Context: an optimization exercise on an open-source flow, tuned for small area and a short achievable clock period. The choices shown serve that exercise and are no tape-out recipe.

==> run a: inputs <==
Design cayde_top, start of the top module:
module cayde_top ( input logic clk, rst,
		   input logic [31:0] imem_rdata,
		   output logic [8:0] imem_addr,
		   output logic [31:0] out
		 );
	logic [8:2] pc;
	logic [32*32-1:32] regs, nxt;
	logic [31:1] sel1, sel2, seld, en, nen;
	logic [31:0] reg1, reg2, wd;
	logic legal;
	always_ff @(posedge clk)
		if (rst) pc <= 7'b0;
		else pc <= pc + 7'b1;
	assign imem_addr = {pc, 2'b00};
	cayde_dec5 dec_rs1 (.idx(imem_rdata[19:15]), .oh(sel1));
	cayde_dec5 dec_rs2 (.idx(imem_rdata[24:20]), .oh(sel2));
	cayde_dec5 dec_rd  (.idx(imem_rdata[11:7]),  .oh(seld));
	cayde_legal legality (.instr(imem_rdata), .legal(legal));
	cayde_rdport rd1 (.sel(sel1), .regs(regs), .rdata(reg1));
	cayde_rdport rd2 (.sel(sel2), .regs(regs), .rdata(reg2));
	cayde core (.instr(imem_rdata), .reg1(reg1), .reg2(reg2), .result(out));
	assign wd  = rst ? 32'b0 : out;
	assign en  = {31{rst}} | ({31{legal}} & seld);
	assign nen = ~en;
	genvar i;
	generate
		for (i = 1; i < 32; i = i + 1) begin : g_x
			cayde_wrmux wr (.en(en[i]), .nen(nen[i]), .d(wd), .q(regs[32*i +: 32]), .nxt(nxt[32*i +: 32]));
		end
  ...
==> module cayde_alu, before the edit <==
module cayde_alu ( input logic [2:0] f3,
		   input logic sub,
		   input logic arith,
		   input logic [31:0] op_a,
		   input logic [31:0] op_b,
		   output logic [31:0] res
		);
	logic inv, left, lt, ltu;
	logic [31:0] b_x, sum, a_rev, sh_in, shr, shl;
	logic [32:0] sum_c;
	assign inv   = (f3 == 3'b000) ? sub : (f3[2:1] == 2'b01);
	assign b_x   = op_b ^ {32{inv}};
	assign sum_c = {1'b0, op_a} + {1'b0, b_x} + {32'b0, inv};
	assign sum   = sum_c[31:0];
	assign ltu   = ~sum_c[32];
	assign lt    = (op_a[31] ^ op_b[31]) ? op_a[31] : sum[31];
	always_comb
		for (int k = 0; k < 32; k++)
			a_rev[k] = op_a[31-k];
	assign left  = ~f3[2];
	assign sh_in = left ? a_rev : op_a;
	assign shr   = $signed({arith & ~left & op_a[31], sh_in}) >>> op_b[4:0];
	always_comb
		for (int k = 0; k < 32; k++)
			shl[k] = shr[31-k];
	always_comb begin
		case (f3)
			3'b000: res = sum;
			3'b001: res = shl;
			3'b010: res = {31'b0, lt};
			3'b011: res = {31'b0, ltu};
			3'b100: res = op_a ^ op_b;
			3'b101: res = shr;
			3'b110: res = op_a | op_b;
			default: res = op_a & op_b;
		endcase
	end
endmodule
==> module cayde_rdport, before the edit <==
module cayde_rdport ( input logic [31:1] sel,
		      input logic [32*32-1:32] regs,
		      output logic [31:0] rdata
		    );
	always_comb begin
		rdata = 32'b0;
		for (int j = 1; j < 32; j++)
			rdata = rdata | ({32{sel[j]}} & regs[32*j +: 32]);
	end
endmodule
==> module cayde, before the edit <==
module cayde ( input logic [31:0] instr,
	       input logic [31:0] reg1, reg2,
	       output logic [31:0] result
	     );
	logic [31:0] op_b, alu_res;
	assign op_b = instr[5] ? reg2 : {{20{instr[31]}}, instr[31:20]};
	cayde_alu alu (.f3(instr[14:12]), .sub(instr[5] & instr[30]), .arith(instr[30]),
	               .op_a(reg1), .op_b(op_b), .res(alu_res));
	assign result = instr[2] ? {instr[31:12], 12'b0} : alu_res;
endmodule
==> module cayde_top, before the edit <==
module cayde_top ( input logic clk, rst,
		   input logic [31:0] imem_rdata,
		   output logic [8:0] imem_addr,
		   output logic [31:0] out
		 );
	logic [8:2] pc;
	logic [32*32-1:32] regs, nxt;
	logic [31:1] sel1, sel2, seld, en, nen;
	logic [31:0] reg1, reg2, wd;
	logic legal;
	always_ff @(posedge clk)
		if (rst) pc <= 7'b0;
		else pc <= pc + 7'b1;
	assign imem_addr = {pc, 2'b00};
	cayde_dec5 dec_rs1 (.idx(imem_rdata[19:15]), .oh(sel1));
	cayde_dec5 dec_rs2 (.idx(imem_rdata[24:20]), .oh(sel2));
	cayde_dec5 dec_rd  (.idx(imem_rdata[11:7]),  .oh(seld));
	cayde_legal legality (.instr(imem_rdata), .legal(legal));
	cayde_rdport rd1 (.sel(sel1), .regs(regs), .rdata(reg1));
	cayde_rdport rd2 (.sel(sel2), .regs(regs), .rdata(reg2));
	cayde core (.instr(imem_rdata), .reg1(reg1), .reg2(reg2), .result(out));
	assign wd  = rst ? 32'b0 : out;
	assign en  = {31{rst}} | ({31{legal}} & seld);
	assign nen = ~en;
	genvar i;
	generate
		for (i = 1; i < 32; i = i + 1) begin : g_x
			cayde_wrmux wr (.en(en[i]), .nen(nen[i]), .d(wd), .q(regs[32*i +: 32]), .nxt(nxt[32*i +: 32]));
		end
	endgenerate
	always_ff @(posedge clk)
		regs <= nxt;
endmodule
Settings: LEC_CHECK=0, CAP_MARGIN=20, CORE_MARGIN=2, CORE_UTILIZATION=40, PLACE_DENSITY=0.6, SETUP_SLACK_MARGIN=5, SLEW_MARGIN=20, SYNTH_HIERARCHICAL=1; clock period 13.0 ns.
run.sh (not shown) runs the stock make flow with config.mk's settings and CLKGATE_MAP_FILE= SYNTH_SCRIPT=/design/flow/synth_recipe.tcl, a recipe that flattens the netlist after the stock synthesis.
==> inputs of run b, as changes to run a <==
==> flow/design.v (replaced) <==
module cayde_dec5 ( input logic [4:0] idx,
		    output logic [31:1] oh
		  );
	always_comb
		for (int j = 1; j < 32; j++)
			oh[j] = (idx == j);
endmodule
module cayde_legal ( input logic [31:0] instr,
		     output logic legal
		   );
	logic [6:0] opcode, funct7;
	logic [2:0] funct3;
	logic is_op, is_imm, is_lui;
	assign opcode = instr[6:0];
	assign funct3 = instr[14:12];
	assign funct7 = instr[31:25];
	assign is_op  = (opcode == 7'b0110011) &&
	                ((funct7 == 7'b0) || (funct7 == 7'b0100000 && (funct3 == 3'b000 || funct3 == 3'b101)));
	assign is_imm = (opcode == 7'b0010011) &&
	                ((funct3 == 3'b001) ? (funct7 == 7'b0) :
	                 (funct3 == 3'b101) ? (funct7 == 7'b0 || funct7 == 7'b0100000) : 1'b1);
	assign is_lui = (opcode == 7'b0110111);
	assign legal  = is_op | is_imm | is_lui;
endmodule
module cayde_alu ( input logic [2:0] f3,
		   input logic sub,
		   input logic arith,
		   input logic lui,
		   input logic [31:0] imm_u,
		   input logic [31:0] op_a,
		   input logic [31:0] op_b,
		   input logic [4:0] shamt,
		   output logic [31:0] res
		);
	logic inv, left, lt, ltu;
	logic [31:0] bx, p0, g0, sum, a_rev, sh_in, shr, shl;
	logic [31:0] G [0:5];
	logic [31:0] P [0:5];
	logic s_sum, s_shl, s_shr, s_lt, s_ltu, s_xor, s_or, s_and;
	assign inv = (f3 == 3'b000) ? sub : (f3[2:1] == 2'b01);
	assign bx  = op_b ^ {32{inv}};
	assign p0  = op_a ^ bx;
	assign g0  = op_a & bx;
	assign G[0] = {g0[31:1], g0[0] | (p0[0] & inv)};
	assign P[0] = p0;
	genvar l, i;
	generate
		for (l = 0; l < 5; l = l + 1) begin : g_lvl
			for (i = 0; i < 32; i = i + 1) begin : g_bit
				if ((i >> l) & 1) begin : g_node
					localparam integer J = ((i >> l) << l) - 1;
					assign G[l+1][i] = G[l][i] | (P[l][i] & G[l][J]);
					assign P[l+1][i] = P[l][i] & P[l][J];
				end else begin : g_pass
					assign G[l+1][i] = G[l][i];
					assign P[l+1][i] = P[l][i];
				end
			end
		end
	endgenerate
	assign sum = p0 ^ {G[5][30:0], inv};
	assign ltu = ~G[5][31];
	assign lt  = (op_a[31] ^ op_b[31]) ? op_a[31] : sum[31];
	always_comb
		for (int k = 0; k < 32; k++)
			a_rev[k] = op_a[31-k];
	assign left  = ~f3[2];
	assign sh_in = left ? a_rev : op_a;
	assign shr   = $signed({arith & ~left & op_a[31], sh_in}) >>> shamt;
	always_comb
		for (int k = 0; k < 32; k++)
			shl[k] = shr[31-k];
	assign s_sum = ~lui & (f3 == 3'b000);
	assign s_shl = ~lui & (f3 == 3'b001);
	assign s_lt  = ~lui & (f3 == 3'b010);
	assign s_ltu = ~lui & (f3 == 3'b011);
	assign s_xor = ~lui & (f3 == 3'b100);
	assign s_shr = ~lui & (f3 == 3'b101);
	assign s_or  = ~lui & (f3 == 3'b110);
	assign s_and = ~lui & (f3 == 3'b111);
	assign res = ({32{s_sum}} & sum) | ({32{s_shl}} & shl) | ({32{s_shr}} & shr) |
	             ({32{s_xor}} & p0) | ({32{s_or}} & (op_a | op_b)) | ({32{s_and}} & g0) |
	             {31'b0, (s_lt & lt) | (s_ltu & ltu)} | ({32{lui}} & imm_u);
endmodule
module cayde_ao3 ( input logic [2:0] s,
		   input logic [2:0] d,
		   output logic y_n
		 );
	assign y_n = ~|(s & d);
endmodule
module cayde_rdport #( parameter W = 32 )
		    ( input logic [32:1] sel,
		      input logic [32*32-1:32] regs,
		      input logic [31:0] extra,
		      output logic [W-1:0] rdata
		    );
	genvar b, g;
	generate
		for (b = 0; b < W; b = b + 1) begin : g_bit
			logic [33:1] d;
			logic [33:1] s;
			logic [10:0] t_n;
			for (g = 1; g < 32; g = g + 1) begin : g_d
				assign d[g] = regs[32*g + b];
			end
			assign d[32] = extra[b];
			assign d[33] = 1'b0;
			assign s = {1'b0, sel};
			for (g = 0; g < 11; g = g + 1) begin : g_t
				cayde_ao3 t (.s(s[3*g+1 +: 3]), .d(d[3*g+1 +: 3]), .y_n(t_n[g]));
			end
			assign rdata[b] = ~&t_n;
		end
	endgenerate
endmodule
module cayde_wrmux ( input logic en, nen,
		     input logic [31:0] d,
		     input logic [31:0] q,
		     output logic [31:0] nxt
		   );
	assign nxt = ({32{en}} & d) | ({32{nen}} & q);
endmodule
module cayde ( input logic [31:0] instr,
	       input logic [31:0] op_a, op_b,
	       input logic [4:0] shamt,
	       output logic [31:0] result
	     );
	cayde_alu alu (.f3(instr[14:12]), .sub(instr[5] & instr[30]), .arith(instr[30]),
	               .lui(instr[2]), .imm_u({instr[31:12], 12'b0}),
	               .op_a(op_a), .op_b(op_b), .shamt(shamt), .res(result));
endmodule
module cayde_top ( input logic clk, rst,
		   input logic [31:0] imem_rdata,
		   output logic [8:0] imem_addr,
		   output logic [31:0] out
		 );
	logic [8:2] pc;
	logic [32*32-1:32] regs, nxt;
	logic [31:1] sel1, sel2, seld, en, nen;
	logic [31:0] op_a, op_b, imm, wd;
	logic [4:0] shamt;
	logic legal;
	always_ff @(posedge clk)
		if (rst) pc <= 7'b0;
		else pc <= pc + 7'b1;
	assign imem_addr = {pc, 2'b00};
	cayde_dec5 dec_rs1 (.idx(imem_rdata[19:15]), .oh(sel1));
	cayde_dec5 dec_rs2 (.idx(imem_rdata[24:20]), .oh(sel2));
	cayde_dec5 dec_rd  (.idx(imem_rdata[11:7]),  .oh(seld));
	cayde_legal legality (.instr(imem_rdata), .legal(legal));
	assign imm = {{20{imem_rdata[31]}}, imem_rdata[31:20]};
	cayde_rdport rd1 (.sel({1'b0, sel1}), .regs(regs), .extra(32'b0), .rdata(op_a));
	cayde_rdport rd2 (.sel({~imem_rdata[5], sel2 & {31{imem_rdata[5]}}}), .regs(regs), .extra(imm), .rdata(op_b));
	cayde_rdport #(5) rd2s (.sel({~imem_rdata[5], sel2 & {31{imem_rdata[5]}}}), .regs(regs), .extra(imm), .rdata(shamt));
	cayde core (.instr(imem_rdata), .op_a(op_a), .op_b(op_b), .shamt(shamt), .result(out));
	assign wd  = rst ? 32'b0 : out;
	assign en  = {31{rst}} | ({31{legal}} & seld);
	assign nen = ~en;
	genvar i;
	generate
		for (i = 1; i < 32; i = i + 1) begin : g_x
			cayde_wrmux wr (.en(en[i]), .nen(nen[i]), .d(wd), .q(regs[32*i +: 32]), .nxt(nxt[32*i +: 32]));
		end
	endgenerate
	always_ff @(posedge clk)
		regs <= nxt;
endmodule
==> comparison <==
Between run b and run a, the lower count of clock-buffer cells in the layout is in run b (gap 3). Of run b and run a, run a has the higher worst hold slack (gap 0.016 ns). Run b produced a clean layout. Run a finished clean. Against run b, the worst setup slack of run a is better by 0.62 ns. Area after synthesis: run b is smaller than run a (about 6%). In run b the via count is smaller than in run a, by 0.88%.
==> figures <==
| item | run b | run a |
|---|---|---|
| Max rail drop VDD | 0.000122 V | 0.000124 V |
| Clock buffer count | 147 | 150 |
| Met2 routed WL | 98,800 um | 104,000 um |
| Post-placement cell count | 5,962 | 6,410 |
| Count of non-CTS inverters in the layout | 50 | 109 |
| Largest net degree at the start of global routing | 49 | 56 |
| Total length of routed met3 wires | 45,600 um | 37,100 um |
| Status | finished clean | finished clean |
| Start of the worst register-to-register path | regs[44] | regs[69] |
| Share of synthesized area spent on multiplexers | 0.0416 | 0.0414 |
| Area share of fa/ha/maj cells after synthesis | 0.0113 | 0.0243 |
No functional check of the RTL was part of any run of this note.

-- afterwards: timing with drivers on the ports --
Ports are ideal in the flow. The routed layouts listed here were re-timed in OpenROAD.
Step 1 sets driving cells, clkbuf_16 on the clock port and buf_2 on the other inputs (assumed; they add their load-dependent delay and slew).
Step 2 moves the port delays by t, midway between the first and last clock arrival at a register: inputs arrive t later, outputs are due t later. That takes back most of the time a late clock gives input paths.
Three values: ideal ports, drivers, drivers and shift; two values: the first two.
run	t, ns	setup slack, ns	worst setup path at the end
run a	0.798	2.511 / 2.338 / 2.338	input to output
run b	0.808	1.893 / 1.805 / 1.805	input to output
After both steps setup and hold are still met in every run listed. For run a, which loses most, drivers alone change the setup slack by -0.173 ns; drivers and shift together by -0.173 ns.
